This is an optimization exercise on Yosys and OpenROAD, whose aim is small area, not a production implementation. Where RTL was checked, it was by simulation tests only, not by an equivalence proof against the original. Only the layout flow was run in run 1; the RTL was not checked for function there. Power and IR drop assume default switching activity.

==> flow/design.v, too long to show whole: its modules and the start of the top module <==
// module mc6809i: 2454 lines
module mc6809i
#(
    parameter ILLEGAL_INSTRUCTIONS="GHOST"
) 
(
    input   clk,
    input   [7:0]  D,
    output  [7:0]  DOut,
    output  [15:0] ADDR,
    output  RnW,
    output  BS,
    output  BA,
    input   nIRQ,
    input   nFIRQ,
    input   nNMI,
    output  AVMA,
    output  BUSY,
    output  LIC,
    input   nHALT,
    input   nRESET,
    input   nDMABREQ
);
  // ...
==> flow/flow/run.sh <==
#!/bin/bash
# Own flow: the standard layout (standard.sh) with two changes:
#  - synthesis maps with an area-oriented ABC script (synth_area.tcl, area.abc);
#    everything before ABC, and so every register, is the standard synthesis's;
#  - the port buffers that placement inserts on every input and output are buf_1.
# Each step's full tool output is in orfs/logs/; make's output in synth.log and layout.log.
set -euo pipefail
W=$(pwd)
export AREA_ABC_SCRIPT=$W/flow/area.abc
export BUFFER_PORTS_ARGS="-buffer_cell sky130_fd_sc_hd__buf_1"
sed "s#SYNTH_SCRIPT=[^ ]*#SYNTH_SCRIPT=$W/flow/synth_area.tcl #" standard.sh > area_standard.sh
grep -q "synth_area.tcl" area_standard.sh
bash area_standard.sh synth > synth.log 2>&1
bash standard.sh > layout.log 2>&1
test -f out/final.def
==> flow/flow/area.abc <==
strash
ifraig
scorr
dc2
dretime
strash
ifraig
dc2
strash
&get -n
&dch -f
&nf -R 1000
&put
strash
ifraig
dc2
strash
&get -n
&dch -f
&nf -R 1000
&put
strash
ifraig
dc2
strash
&get -n
&dch -f
&nf -R 1000
&put
strash
ifraig
dc2
strash
&get -n
&dch -f
&nf -R 1000
&put
strash
ifraig
dc2
strash
&get -n
&dch -f
&nf -R 1000
&put
==> flow/flow/synth_area.tcl <==
# The standard synthesis (synth_recipe.tcl), with one change: the technology mapping runs
# an area-oriented ABC script (flow/area.abc) in place of ORFS's abc_*.script.
# Registers come from the steps before ABC, so they are the standard synthesis's.
proc synth {args} { yosys synth -nofsm -noshare {*}$args }
proc abc {args} {
  set i [lsearch -exact $args -script]
  if {$i >= 0} {
    lset args [expr {$i + 1}] $::env(AREA_ABC_SCRIPT)
  }
  yosys abc {*}$args
}
source $::env(SCRIPTS_DIR)/synth.tcl
# left out here: clear keep_hierarchy, flatten, clean up, hide names made inside functions, write 1_2_yosys.v
==> flow/standard.sh <==
#!/bin/bash
# synth_recipe.tcl (not shown) runs the flow's synth.tcl, then flattens the netlist and writes it again
# the make line also repeats each setting of config.mk as NAME=value (left out here)
make -C /OpenROAD-flow-scripts/flow DESIGN_CONFIG=/design/flow/config.mk WORK_HOME=/design/flow/orfs CLKGATE_MAP_FILE= SYNTH_SCRIPT=/design/flow/synth_recipe.tcl "${@:-finish}"
==> flow/config.mk <==
export PLATFORM = sky130hd
export DESIGN_NAME = mc6809i
export DESIGN_NICKNAME = mc6809i
export VERILOG_FILES = /design/flow/design.v
export SDC_FILE = /design/flow/constraint.sdc
export NUM_CORES = 4
export LEC_CHECK = 0
export CAP_MARGIN = 20
export CORE_MARGIN = 2
export CORE_UTILIZATION = 45
export CTS_BUF_LIST = sky130_fd_sc_hd__clkbuf_8
export GPL_TIMING_DRIVEN = 0
export PLACE_DENSITY = 0.6
export SLEW_MARGIN = 20
==> flow/constraint.sdc <==
create_clock -name core_clock -period 15.0 [get_ports {clk}]
set_input_delay 3.0000 -clock core_clock [delete_from_list [all_inputs] [get_ports {clk}]]
set_output_delay 3.0000 -clock core_clock [all_outputs]
set_load 0.01 [all_outputs]
==> results.txt, run 1 <==
RR Endpoint NMILatched; Reg clk slew, reported paths 0.10 ns; DR top layer met5; Ant. Diodes 2; Clock net power 364 uW; Post-synth ARST share 0; later-pin clock latency in the skew report 0.60 ns; Top Consumer combinational logic; final core utilization 0.497; clk cell area share 0.0194; final instance area 19700 um^2; mux share of post-synthesis cell area 0.0114; #FFs+latches synth 189; CTS buffer count 17; EDFF count, synth 32; vias per cell 7.61; PD cells 191 nW/um^2; distinct cell type count after synthesis 66; sw frac 0.615; comb_multi_in 2351; Synth Area in Simple Gates 0.300; top-area cell type share of the netlist area 0.174; count leader, synth nor2_1; PnR Total Power 3.76 mW; Synth Cell Area 18000 um^2; CTS resizes 0; Synth Flop Type dfxtp_1; Max Cap Violations 0; Seq/Total Area, Yosys 0.227; run status finished clean; Comb pwr share 0.660; die width 204 um; dominant cells by area after synthesis dfxtp_1 17%, nor2_1 8.9%, o21ai_0 8.6%, a21oi_1 7.6%, nand2_1 6.4%; Post-Synth XOR/XNOR Area 0.0262; CTS tree built; synthesis-to-finish area growth 9.10%
==> run 2: changes to the inputs <==
--- a/flow/design.v
+++ b/flow/design.v
@@ -374,17 +374,17 @@
     b <= b_nxt;
     x <= x_nxt;
     y <= y_nxt;
     s <= s_nxt;
     u <= u_nxt;
     cc <= cc_nxt;
     dp <= dp_nxt;
     pc <= pc_nxt;
-    tmp <= tmp_nxt;
+    tmp <= {tmp_nxt[15], 7'h00, tmp_nxt[7:0]};    
     ea <= ea_nxt;
     InstPage2 <= InstPage2_nxt;
     InstPage3 <= InstPage3_nxt;
     Inst1 <= Inst1_nxt;
     Inst2 <= Inst2_nxt;
     NextState <= NextState_nxt;
     IntType <= IntType_nxt;
     if (rnRESET == 1)
@@ -846,40 +846,24 @@
 localparam TYPE_EXTENDED   =  3'd5;
 localparam TYPE_INVALID    =  3'd7;
 function [2:0] addressing_mode_type(input   [7:0] inst);
 begin
     casex (inst)
     8'b0000???? :                 addressing_mode_type   =  TYPE_DIRECT;
     8'b0001???? :
     begin
-        casex (inst[3:0])
-        4'b0010:
+        if ((inst[3:0] == 4'b0010) || (inst[3:0] == 4'b0011) || (inst[3:0] == 4'b1001) || (inst[3:0] == 4'b1101))
             addressing_mode_type   =  TYPE_INHERENT;
-        4'b0011:
-            addressing_mode_type   =  TYPE_INHERENT;
-        4'b1001:
-            addressing_mode_type   =  TYPE_INHERENT;
-        4'b1101:
-            addressing_mode_type   =  TYPE_INHERENT;
-        4'b0110:
+        else if ((inst[3:0] == 4'b0110) || (inst[3:0] == 4'b0111))
             addressing_mode_type   =  TYPE_RELATIVE;
-        4'b0111:
-            addressing_mode_type   =  TYPE_RELATIVE;
-        4'b1010:
-            addressing_mode_type   =  TYPE_IMMEDIATE;
-        4'b1100:
+        else if ((inst[3:0] == 4'b1010) || (inst[3:0] == 4'b1100) || (inst[3:0] == 4'b1110) || (inst[3:0] == 4'b1111))
             addressing_mode_type   =  TYPE_IMMEDIATE;
-        4'b1110:
-            addressing_mode_type   =  TYPE_IMMEDIATE;
-        4'b1111:
-            addressing_mode_type   =  TYPE_IMMEDIATE;
-        default:
+        else
             addressing_mode_type   =  TYPE_INVALID;
-        endcase
     end
     8'b0010????:                     addressing_mode_type   =  TYPE_RELATIVE;
     8'b0011????:
     begin
         casex(inst[3:0])
         4'b00??:
             addressing_mode_type   =  TYPE_INDEXED;
         4'b01??:
==> flow/config.mk (replaced) <==
export PLATFORM = sky130hd
export DESIGN_NAME = mc6809i
export DESIGN_NICKNAME = mc6809i
export VERILOG_FILES = /design/flow/design.v
export SDC_FILE = /design/flow/constraint.sdc
export NUM_CORES = 4
export LEC_CHECK = 0
export CAP_MARGIN = 20
export CORE_MARGIN = 2
export CORE_UTILIZATION = 45
export CTS_CLUSTER_DIAMETER = 100
export CTS_CLUSTER_SIZE = 40
export GPL_TIMING_DRIVEN = 0
export PLACE_DENSITY = 0.6
export SLEW_MARGIN = 20
==> results.txt, run 2 <==
run status finished clean (unchanged); Synth Flop Type dfxtp_1 (unchanged); Max Cap Violations 0 (unchanged); post-synthesis compound-gate area fraction 0.355 (was 0.360); crit path kind reg -> out (unchanged); vias in the first global route 23116 (was 22365); most common cell after layout, fill and taps aside nand2_1 (was nor2_1); Mean Syn Cell Area 6.81 um^2 (was 6.82 um^2); Die ar. 41300 um^2 (was 41700 um^2); die width 203 um (was 204 um); GRT overflow 0 (unchanged); worst-path maximum fanout 17 (was 31); drt drc 0 (unchanged); syn_nets 2709 (was 2733); final instance area 19700 um^2 (about the same); RSZ-0062 raised after global routing false (unchanged); CP max stage cell edfxtp_1 (was ha_1); largest family of logic cells by synthesized area compound AO/OA/AOI/OAI gates (unchanged); critical path's most frequent cell a21oi_1 (unchanged); Synth area leader dfxtp_1 (unchanged); dominant cells by area after synthesis dfxtp_1 17%, a21oi_1 8.3%, o21ai_0 8.0%, nor2_1 7.8%, nand2_1 7.6% (was dfxtp_1 17%, nor2_1 8.9%, o21ai_0 8.6%, a21oi_1 7.6%, nand2_1 6.4%); Root Driver clkbuf_16 (was clkbuf_8); initial cell density of the core 0.459 (was 0.455); Slew headroom 0.0930 (was 0.136); Worst EP required 12.00 ns (about the same); Leak 7.28 nW (was 7.18 nW); Ports 45 (unchanged); area share of fa/ha/maj cells after synthesis 0.0518 (was 0.0527); cells after synthesis 2623 (was 2645); CTS resizes 0 (unchanged); DPL Wire Length 85500 um (was 84300 um); period utilization 0.838 (was 0.918); clk sinks 186 (was 189); pre-CTS setup slack 3.50 ns (was 2.52 ns); ratio of cells with drive above 1 in the final layout 0.0353 (was 0.0376); core area 38900 um^2 (was 39600 um^2); maximum clock path buffer count 2 (unchanged); largest net degree at the start of global routing 73 (was 69); distinct cell type count after synthesis 67 (was 66); Synth Cell Area 17900 um^2 (was 18000 um^2); total number of vias 25391 (was 24871); CP Launch Type flop (unchanged); Peak Freq 0.0796 GHz (was 0.0726 GHz); GRT Total Usage 0.530 (was 0.515); crit path time final 12.57 ns (was 13.77 ns); Fin. Hold Viols 0 (unchanged); final slew viol count 0 (unchanged); CTS tree built (unchanged); #FFs+latches synth 186 (was 189); Ys Warns 1 (unchanged); WL per Instance 34.6 um (was 33.6 um); CP arrival 9.57 ns (was 10.77 ns); EDFF count, synth 32 (unchanged); synth cell count leaders 371 x nor2_1, 363 x nand2_1, 296 x a21oi_1, 286 x o21ai_0, 154 x dfxtp_1 (was 428 x nor2_1, 309 x o21ai_0, 307 x nand2_1, 274 x a21oi_1, 157 x dfxtp_1); Pre-Repair DR Iteration Count 17 (was 11); Placed Area 19000 um^2 (was 19300 um^2); H-tree lvl count 4 (unchanged); synthesis-to-finish area growth 10.4% (was 9.10%); DRT Wirelength 112000 um (was 110000 um); first-pass GRT wire length 159000 um (was 156000 um); Post CTS Setup Buffer Count 0 (unchanged); die height 203 um (was 204 um); routability cong. 1.13 (was 1.11); most frequent cells in the layout 362 x nand2_1, 351 x nor2_1, 295 x a21oi_1 (was 412 x nor2_1, 306 x nand2_1, 305 x o21ai_0); top-area cell type share of the netlist area 0.173 (was 0.174); initial antenna violation count 3 (was 4); count leader, synth nor2_1 (unchanged); Seq/Total Area, Yosys 0.226 (was 0.227); PD cells 202 nW/um^2 (was 191 nW/um^2); final worst setup slack 2.43 ns (was 1.23 ns); later-pin clock latency in the skew report 0.53 ns (was 0.60 ns); DRT iter0 DRCs 5578 (was 5358); Post-CTS Hold Fix Bufs 0 (unchanged); VDD IR max 0.137 mV (was 0.120 mV); Clock Skews 0.0109 ns (was 0.0248 ns); Final setup viols 0 (unchanged); mux share of post-synthesis cell area 0.0191 (was 0.0114); Synth Area in Simple Gates 0.300 (about the same); Reg clk slew, reported paths 0.09 ns (was 0.10 ns); fill count 3998 (was 4169); setup TNS 0 ns (unchanged); DRT antenna net count 0 (unchanged); crit-path max cell delay 0.87 ns (was 0.97 ns); CTS buffer count 17 (unchanged); Post-Synth XOR/XNOR Area 0.0275 (was 0.0262); fin nets 2790 (was 2818); Slew @ Worst Pin 1.33 ns (was 1.28 ns); hold crit path type reg -> reg (unchanged); vias per cell 7.83 (was 7.61); Crit. End Element output port (unchanged); Post-synth ARST share 0 (unchanged); Rows 72 (was 73); PortBufs 44 (unchanged)
==> run 2: changes by cell type after synthesis, sizes merged, moves of 18 or more <==
cell / delta
a21oi: +22
nand2: +56
nand3: +21
nor2: -57
o21ai: -23
xor2: +18
==> run 2: per-layer routing <==
metal / up-vias / share of wire / GRT usage / wire length, um
li1: 10208 / - / - / -
met1: 11743 / 0.35 / 0.643 / 39400
met2: 2715 / 0.37 / 0.705 / 41700
met3: 721 / 0.19 / 0.294 / 21300
met4: 4 / 0.088 / 0.355 / 9910
met5: - / 0.00074 / 0.00476 / 83
==> run 2: area by class of cell <==
class,count,area (um^2),area share
multi-input combinational,2338,13600,0.692
sequential,186,4040,0.205
tap,518,648,0.0329
clock buffer,18,439,0.0223
inverter,96,360,0.0183
timing repair buffer,62,338,0.0171
clock inverter,14,205,0.0104
antenna,8,20.0,0.00102
buffer,3,11.3,0.000571
==> run 2: kinds of logic after synthesis <==
group / count (synthesis)
muxes: 32
buffers and inverters: 99
xor gates and xnor gates: 56
and+or+nand+nor: 1179
AOI/OAI and AO/OA: 1000
DFF: 186
adders and majority gates: 71
==> run 2: power by group <==
| group | leakage [nW] | switching [mW] | internal, mW | total (mW) |
|---|---|---|---|---|
| Combinational | 5.43 | 1.98 | 0.688 | 2.66 |
| Clock | 0.318 | 0.263 | 0.274 | 0.537 |
| Sequential | 1.53 | 0.196 | 0.587 | 0.783 |
==> run 2: worst max-delay path: cells and delay by family, from the launching register on <==
kind	cells	cell delay, ns
xor+xnor	1	0.51
buf+inv	1	0.16
fa+ha+maj	3	1.52
simple gates	14	3.77
compound gates	11	1.77
mux	1	0.43
flops	1	0.87
==> run 2: final timing paths <==
path / slack [ns] / start / endpoint / cells past startpoint
worst max-delay path: 2.43 / Inst1[6] / ADDR[14] / 31
worst min register to register: 0.33 / IRQSample / IRQSample2 / 0
worst max register to register: 2.56 / Inst1[6] / NMILatched / 37
worst min-delay path: 0.33 / IRQSample / IRQSample2 / 0
==> run 2: stage by stage <==
step	util	total power [mW]	instances	hold slack, ns
2_1_floorplan	-	2.10	2623	0.310
3_3_place_gp	0.480	3.07	3185	0.311
3_5_place_dp	0.488	3.16	3201	0.315
4_1_cts	0.504	3.69	3233	0.334
5_1_grt	0.506	4.03	3236	0.336
6_report	0.507	3.98	3243	0.331
==> run 3: changes to the inputs <==
--- a/flow/config.mk
+++ b/flow/config.mk
@@ -8,8 +8,6 @@
 export CAP_MARGIN = 20
 export CORE_MARGIN = 2
-export CORE_UTILIZATION = 45
-export CTS_CLUSTER_DIAMETER = 100
-export CTS_CLUSTER_SIZE = 40
+export CORE_UTILIZATION = 40
 export GPL_TIMING_DRIVEN = 0
-export PLACE_DENSITY = 0.6
+export PLACE_DENSITY = 0.55
 export SLEW_MARGIN = 20
==> results.txt, run 3 <==
run status finished clean (unchanged); cells after synthesis 2623 (unchanged); DPL Wire Length 89400 um (was 85500 um); Post-synth ARST share 0 (unchanged); vias per cell 7.46 (was 7.83); GRT overflow 0 (unchanged); distinct cell type count after synthesis 67 (unchanged); Sw Pwr 2.37 mW (was 2.43 mW); CP max stage cell ha_1 (was edfxtp_1); die height 215 um (was 203 um); #FFs+latches synth 186 (unchanged); dominant cells by area after synthesis dfxtp_1 17%, a21oi_1 8.3%, o21ai_0 8.0%, nor2_1 7.8%, nand2_1 7.6% (unchanged); EDFF count, synth 32 (unchanged); worst-path maximum fanout 17 (unchanged); sequential share of power 0.204 (was 0.197); initial cell density of the core 0.405 (was 0.459); CTS resizes 0 (unchanged); DRT Wirelength 116000 um (was 112000 um); Comb pwr share 0.667 (was 0.669); largest net degree at the start of global routing 73 (unchanged); routability cong. 1.13 (about the same); Final setup viols 0 (unchanged); syn_nets 2709 (unchanged); most common cell after layout, fill and taps aside nand2_1 (unchanged); Max Cap Violations 0 (unchanged); Die ar. 46400 um^2 (was 41300 um^2); synthesis-to-finish area growth 11.0% (was 10.4%); critical path's most frequent cell a21oi_1 (unchanged); later-pin clock latency in the skew report 0.52 ns (was 0.53 ns); Worst EP required 12.00 ns (about the same); vias in the first global route 23046 (was 23116); setup TNS 0 ns (unchanged); VDD IR max 0.122 mV (was 0.137 mV); final core utilization 0.449 (was 0.507); Reg clk slew, reported paths 0.08 ns (was 0.09 ns); GRT Total Usage 0.485 (was 0.530); core area 44100 um^2 (was 38900 um^2); Mean Syn Cell Area 6.81 um^2 (unchanged); CTS tree built (unchanged); count leader, synth nor2_1 (unchanged); drt drc 0 (unchanged); DRT iter0 DRCs 4989 (was 5578); top-area cell type share of the netlist area 0.173 (unchanged); DRT antenna net count 0 (unchanged); Slew headroom 0.0659 (was 0.0930); Synth area leader dfxtp_1 (unchanged); Post CTS Setup Buffer Count 0 (unchanged); Clock Skews 0.0205 ns (was 0.0109 ns); Post-CTS Hold Fix Bufs 0 (unchanged); Crit. End Element output port (unchanged); PortBufs 44 (unchanged); crit-path max cell delay 0.97 ns (was 0.87 ns); Synth Flop Type dfxtp_1 (unchanged); Slew @ Worst Pin 1.39 ns (was 1.33 ns); CP Launch Type flop (unchanged); synth cell count leaders 371 x nor2_1, 363 x nand2_1, 296 x a21oi_1, 286 x o21ai_0, 154 x dfxtp_1 (unchanged); internal power 1.53 mW (was 1.55 mW); maximum clock path buffer count 2 (unchanged); most frequent cells in the layout 362 x nand2_1, 354 x nor2_1, 295 x a21oi_1 (was 362 x nand2_1, 351 x nor2_1, 295 x a21oi_1); Fin. Hold Viols 0 (unchanged); Pre-Repair DR Iteration Count 10 (was 17); clock share of power 0.129 (was 0.135); Peak Freq 0.0792 GHz (was 0.0796 GHz); sw frac 0.608 (was 0.611); CP arrival 9.63 ns (was 9.57 ns); final slew viol count 0 (unchanged); ratio of cells with drive above 1 in the final layout 0.0360 (was 0.0353); RSZ-0062 raised after global routing false (unchanged); period utilization 0.842 (was 0.838); Seq/Total Area, Yosys 0.226 (unchanged); hold crit path type reg -> reg (unchanged); initial antenna violation count 6 (was 3); fin nets 2796 (was 2790); WL per Instance 34.8 um (was 34.6 um); crit path kind reg -> out (unchanged); Ports 45 (unchanged); Ys Warns 1 (unchanged); clk sinks 186 (unchanged); first-pass GRT wire length 165000 um (was 159000 um); fill count 4757 (was 3998); CTS buffer count 17 (unchanged); Root Driver clkbuf_16 (unchanged); Leak 7.31 nW (was 7.28 nW); H-tree lvl count 4 (unchanged); PD cells 197 nW/um^2 (was 202 nW/um^2); Rows 77 (was 72); die width 215 um (was 203 um); crit path time final 12.63 ns (was 12.57 ns); total number of vias 24765 (was 25391); Synth Cell Area 17900 um^2 (unchanged)
[run 3: cell counts after synthesis]
No cell type changed its count.
[run 3: worst paths after layout]
kind	slack, ns	cells after the start	endpoint	start
setup / recovery	2.37	31	ADDR[14]	Inst1[6]
hold / removal	0.34	0	HALTSample2	HALTSample
setup reg to reg	2.90	34	NMILatched	CpuState[5]
hold reg to reg	0.34	0	HALTSample2	HALTSample
[run 3: logic make-up (layout without fill, tap and decap cells)]
kind of cell,count (synthesis),after routing,synth area share
other cells,0,6,0
fa+ha+maj,71,71,0.0518
simple gates,1179,1179,0.300
buf+inv,99,199,0.0208
mux,32,32,0.0191
flops,186,186,0.226
xor+xnor,56,56,0.0275
compound gates,1000,1000,0.355
[run 3: cell type report]
cell class	instances	area (um^2)	share of cell area
Sequential cell	186	4040	0.204
Multi-Input combinational cell	2338	13600	0.688
Tap cell	592	741	0.0374
Timing Repair Buffer	68	419	0.0211
Buffer	3	11.3	0.000568
Clock inverter	13	149	0.00751
Antenna cell	6	15.0	0.000758
Inverter	96	360	0.0182
Clock buffer	19	443	0.0223
[run 3: power groups by stage]
stage	clock network [mW]	registers [mW]	logic (mW)
floorplan	0	0.679	1.42
global placement	0	0.782	2.32
detailed placement	0	0.783	2.42
CTS	0.493	0.772	2.43
global route	0.513	0.791	2.67
finish	0.504	0.795	2.60
[run 3: worst max-delay path: cells and delay by family (launching register included)]
| kind | cells | cell delay, ns |
|---|---|---|
| and+or+nand+nor | 14 | 3.66 |
| AOI/OAI and AO/OA | 11 | 1.78 |
| adders and majority gates | 3 | 1.65 |
| DFF | 1 | 0.84 |
| xor gates and xnor gates | 1 | 0.54 |
| muxes | 1 | 0.44 |
| buffers and inverters | 1 | 0.16 |
[run 3: metrics by stage]
step,area [um^2],power [mW],instances,hold WS (ns),setup slack [ns]
after CTS,19800,3.69,3312,0.339,2.71
after floorplan,17900,2.10,2623,0.310,5.72
after detailed placement,19200,3.20,3280,0.318,3.30
after global placement,18800,3.10,3259,0.311,0.529
after global routing,19800,3.98,3316,0.343,1.97
final,19800,3.90,3321,0.336,2.37
[run 3: per-layer routing]
metal | global-route usage | routed length, um | vias to the layer above
li1 | - | - | 10208
met1 | 0.625 | 43700 | 11676
met2 | 0.687 | 45900 | 2327
met3 | 0.168 | 17400 | 548
met4 | 0.300 | 8590 | 6
met5 | 0.0104 | 103 | -
==> run 4: changes to the inputs <==
--- a/flow/flow/run.sh
+++ b/flow/flow/run.sh
@@ -1,5 +1,6 @@
 #!/bin/bash
 # Own flow: the standard layout (standard.sh) with two changes:
-#  - synthesis maps with an area-oriented ABC script (synth_area.tcl, area.abc);
+#  - synthesis maps with an area-oriented ABC script and no adder pre-mapping
+#    (synth_area.tcl, area.abc);
 #    everything before ABC, and so every register, is the standard synthesis's;
 #  - the port buffers that placement inserts on every input and output are buf_1.
==> flow/flow/synth_area.tcl (replaced) <==
# The standard synthesis (synth_recipe.tcl), with two changes to the combinational
# mapping only: adders are left to ABC instead of being pre-mapped to full/half-adder
# cells (ADDER_MAP_FILE unset), and ABC runs an area-oriented script (flow/area.abc)
# in place of ORFS's abc_*.script. Registers come from the steps before ABC, so they
# are the standard synthesis's.
proc synth {args} { yosys synth -nofsm -noshare {*}$args }
proc abc {args} {
  set i [lsearch -exact $args -script]
  if {$i >= 0} {
    lset args [expr {$i + 1}] $::env(AREA_ABC_SCRIPT)
  }
  yosys abc {*}$args
}
unset -nocomplain ::env(ADDER_MAP_FILE)
source $::env(SCRIPTS_DIR)/synth.tcl
# left out here: clear keep_hierarchy, flatten, clean up, hide names made inside functions, write 1_2_yosys.v
==> results.txt, run 4 <==
run status finished clean (unchanged); Synth Cell Area 17000 um^2 (was 17900 um^2); RSZ-0062 raised after global routing false (unchanged); Post CTS Setup Buffer Count 0 (unchanged); crit path kind reg -> out (unchanged); vias per cell 7.52 (was 7.46); H-tree lvl count 4 (unchanged); PnR Total Power 4.35 mW (was 3.90 mW); later-pin clock latency in the skew report 0.52 ns (about the same); DPL Wire Length 82200 um (was 89400 um); PortBufs 44 (unchanged); DRT antenna net count 0 (unchanged); Sw Pwr 2.72 mW (was 2.37 mW); CP max stage cell nor3_1 (was ha_1); sw frac 0.625 (was 0.608); Hold Path Cell Cnt 0 (unchanged); #FFs+latches synth 186 (unchanged); Leak 6.80 nW (was 7.31 nW); count leader, synth nand2_1 (was nor2_1); routed metal-1 wirelength 39700 um (was 43700 um); synthesis-to-finish area growth 10.9% (was 11.0%); Reg clk slew, reported paths 0.08 ns (about the same); largest net degree at the start of global routing 70 (was 73); Clock Skews 0.0320 ns (was 0.0205 ns); Rows 75 (was 77); routability cong. 1.13 (about the same); Post-CTS Hold Fix Bufs 0 (unchanged); Fin. Hold Viols 0 (unchanged); clock share of power 0.110 (was 0.129); Worst EP required 12.00 ns (about the same); Mean Syn Cell Area 6.70 um^2 (was 6.81 um^2); Hold EP FIRQSample2 (was HALTSample2); crit path time final 13.29 ns (was 12.63 ns); drt drc 0 (unchanged); maximum clock path buffer count 2 (unchanged); Synth Flop Type dfxtp_1 (unchanged); CP arrival 10.29 ns (was 9.63 ns); DR top layer met5 (unchanged); Ports 45 (unchanged); PD cells 231 nW/um^2 (was 197 nW/um^2); GRT Total Usage 0.474 (was 0.485); initial cell density of the core 0.405 (about the same); distinct cell type count after synthesis 68 (was 67); launch point of the worst reg-to-reg path Inst1[7] (was CpuState[5]); CTS tree built (unchanged); GRT overflow 0 (unchanged); WL per Instance 33.9 um (was 34.8 um); Slew @ Worst Pin 1.25 ns (was 1.39 ns); cells after synthesis 2533 (was 2623); Peak Freq 0.0753 GHz (was 0.0792 GHz); hold crit path type reg -> reg (unchanged); CTS resizes 0 (unchanged); critical path's most frequent cell nand2_1 (was a21oi_1); Ys Warns 1 (unchanged); Met3 Wirelength 15700 um (was 17400 um); Slew headroom 0.165 (was 0.0659); worst-path maximum fanout 22 (was 17); first-pass GRT wire length 152000 um (was 165000 um); synth cell count leaders 404 x nand2_1, 368 x nor2_1, 272 x a21oi_1, 260 x o21ai_0, 154 x dfxtp_1 (was 371 x nor2_1, 363 x nand2_1, 296 x a21oi_1, 286 x o21ai_0, 154 x dfxtp_1); initial antenna violation count 6 (unchanged); syn_nets 2548 (was 2709); flop-to-flop setup slack 1.82 ns (was 2.90 ns); sequential share of power 0.205 (was 0.204); total number of vias 23849 (was 24765); dominant cells by area after synthesis dfxtp_1 18%, nand2_1 8.9%, nor2_1 8.1%, a21oi_1 8.0%, o21ai_0 7.7% (was dfxtp_1 17%, a21oi_1 8.3%, o21ai_0 8.0%, nor2_1 7.8%, nand2_1 7.6%); min-delay src FIRQSample (was HALTSample); wire length on met2 43400 um (was 45900 um); most common cell after layout, fill and taps aside nand2_1 (unchanged); die height 210 um (was 215 um); ratio of cells with drive above 1 in the final layout 0.0384 (was 0.0360); VDD IR max 0.139 mV (was 0.122 mV); DRT iter0 DRCs 4717 (was 4989); Post-synth ARST share 0 (unchanged); Die ar. 44100 um^2 (was 46400 um^2); internal power 1.63 mW (was 1.53 mW); R2R depth 50 (was 34); Pre-Repair DR Iteration Count 13 (was 10); DRT Wirelength 108000 um (was 116000 um); die width 210 um (was 215 um); top-area cell type share of the netlist area 0.182 (was 0.173); core area 41900 um^2 (was 44100 um^2); crit-path max cell delay 0.99 ns (was 0.97 ns); EDFF count, synth 32 (unchanged); Max Cap Violations 0 (unchanged); final slew viol count 0 (unchanged); final worst setup slack 1.71 ns (was 2.37 ns); CP Launch Type flop (unchanged); Comb pwr share 0.685 (was 0.667); period utilization 0.886 (was 0.842); most frequent cells in the layout 403 x nand2_1, 345 x nor2_1, 272 x a21oi_1 (was 362 x nand2_1, 354 x nor2_1, 295 x a21oi_1); Synth area leader dfxtp_1 (unchanged); pre-CTS setup slack 2.30 ns (was 3.30 ns); CTS buffer count 17 (unchanged); Crit. End Element output port (unchanged); Hold Slack 0.331 ns (was 0.336 ns); Final setup viols 0 (unchanged); Seq/Total Area, Yosys 0.238 (was 0.226); fill count 4452 (was 4757); setup TNS 0 ns (unchanged); fin nets 2632 (was 2796); RR Endpoint NMILatched (unchanged); Root Driver clkbuf_16 (unchanged); clk sinks 186 (unchanged); vias in the first global route 21621 (was 23046)
-- run 4: area by class of cell --
cell class | instances | area, um^2 | share of cell area
plain buffers | 3 | 11.3 | 0.000598
clock inverters | 13 | 128 | 0.00678
repair buffers | 65 | 397 | 0.0211
clock buffers | 19 | 453 | 0.0241
inverters | 36 | 135 | 0.00718
multi-input cells | 2308 | 13000 | 0.689
flip-flops and latches | 186 | 4040 | 0.215
diodes | 3 | 7.51 | 0.000399
well taps | 539 | 674 | 0.0358
-- run 4: power by group through the flow --
| stage | Combinational (mW) | Clock (mW) | Sequential [mW] |
|---|---|---|---|
| 2_1_floorplan | 1.65 | 0 | 0.737 |
| 3_3_place_gp | 2.70 | 0 | 0.870 |
| 3_5_place_dp | 2.78 | 0 | 0.871 |
| 4_1_cts | 2.80 | 0.477 | 0.860 |
| 5_1_grt | 3.07 | 0.495 | 0.887 |
| 6_report | 2.98 | 0.478 | 0.891 |
-- run 4: worst max path at each step --
stage,cells past startpoint,from,slack (ns),endpoint
5_1_grt,50,Inst1[7],0.87,NMILatched
2_1_floorplan,33,Inst1[7],5.50,ADDR[14]
6_report,34,Inst1[7],1.71,ADDR[14]
3_3_place_gp,46,Inst1[7],1.26,NMILatched
4_1_cts,49,Inst1[7],2.26,NMILatched
3_5_place_dp,49,Inst1[7],2.30,NMILatched
-- run 4: stage by stage --
stage	cells	instance area [um^2]	util
floorplan	2533	17000	-
global placement	3116	17800	0.425
detailed placement	3132	18200	0.433
CTS	3164	18800	0.447
global route	3169	18800	0.449
finish	3172	18800	0.449
-- run 4: layer usage --
metal	vias to the layer above	global-route usage
li1	9956	-
met1	11131	0.598
met2	2194	0.689
met3	564	0.161
met4	4	0.305
met5	-	0
-- run 4: cells by family after synthesis --
group                    count (synthesis)  share of synthesized area
AND/OR/NAND/NOR                       1241                      0.331
AO/OA/AOI/OAI                          964                      0.366
flip-flops                             186                      0.238
XOR/XNOR                                71                     0.0375
buffers and inverters                   39                    0.00862
multiplexers                            25                     0.0150
adder cells (fa/ha/maj)                  7                    0.00413
-- run 4: worst max-delay path: cells and delay by family (launching register included) --
kind | cells | cell delay, ns
fa+ha+maj | 2 | 0.79
buf+inv | 1 | 0.16
flops | 1 | 0.71
mux | 1 | 0.11
compound gates | 12 | 2.70
xor+xnor | 1 | 0.63
simple gates | 17 | 4.61

re-timing with driven ports:
No port has a modelled driver above. Below, the same layouts with a new extraction and two added sets of constraints.
Step 1 sets driving cells, clkbuf_16 on the clock port and buf_2 on the other inputs (assumed; they add their load-dependent delay and slew).
Step 2, shift: input delay + t, output delay - t, t = (earliest + latest rising clock arrival at the registers) / 2. This alone moves slack from input paths to output paths.
Three values: ideal ports, drivers, drivers and shift; two values: the first two.
run | t (ns) | slack for setup (ns) | hold WS [ns] | latest minus earliest clock arrival (ns) | cell pins on the clock port's net
run 1 | 0.643 | 1.234 / 1.177 / 1.821 | 0.338 / 0.338 / 0.338 | 0.025 / 0.025 | 1
run 2 | 0.587 | 2.431 / 2.372 / 2.556 | 0.331 / 0.331 / 0.331 | 0.012 / 0.012 | 1
run 3 | 0.578 | 2.366 / 2.301 / 2.879 | 0.336 / 0.336 / 0.336 | 0.021 / 0.020 | 1
run 4 | 0.565 | 1.713 / 1.654 / 1.822 | 0.331 / 0.331 / 0.331 | 0.032 / 0.032 | 1
After both steps setup and hold are still met in every run listed.
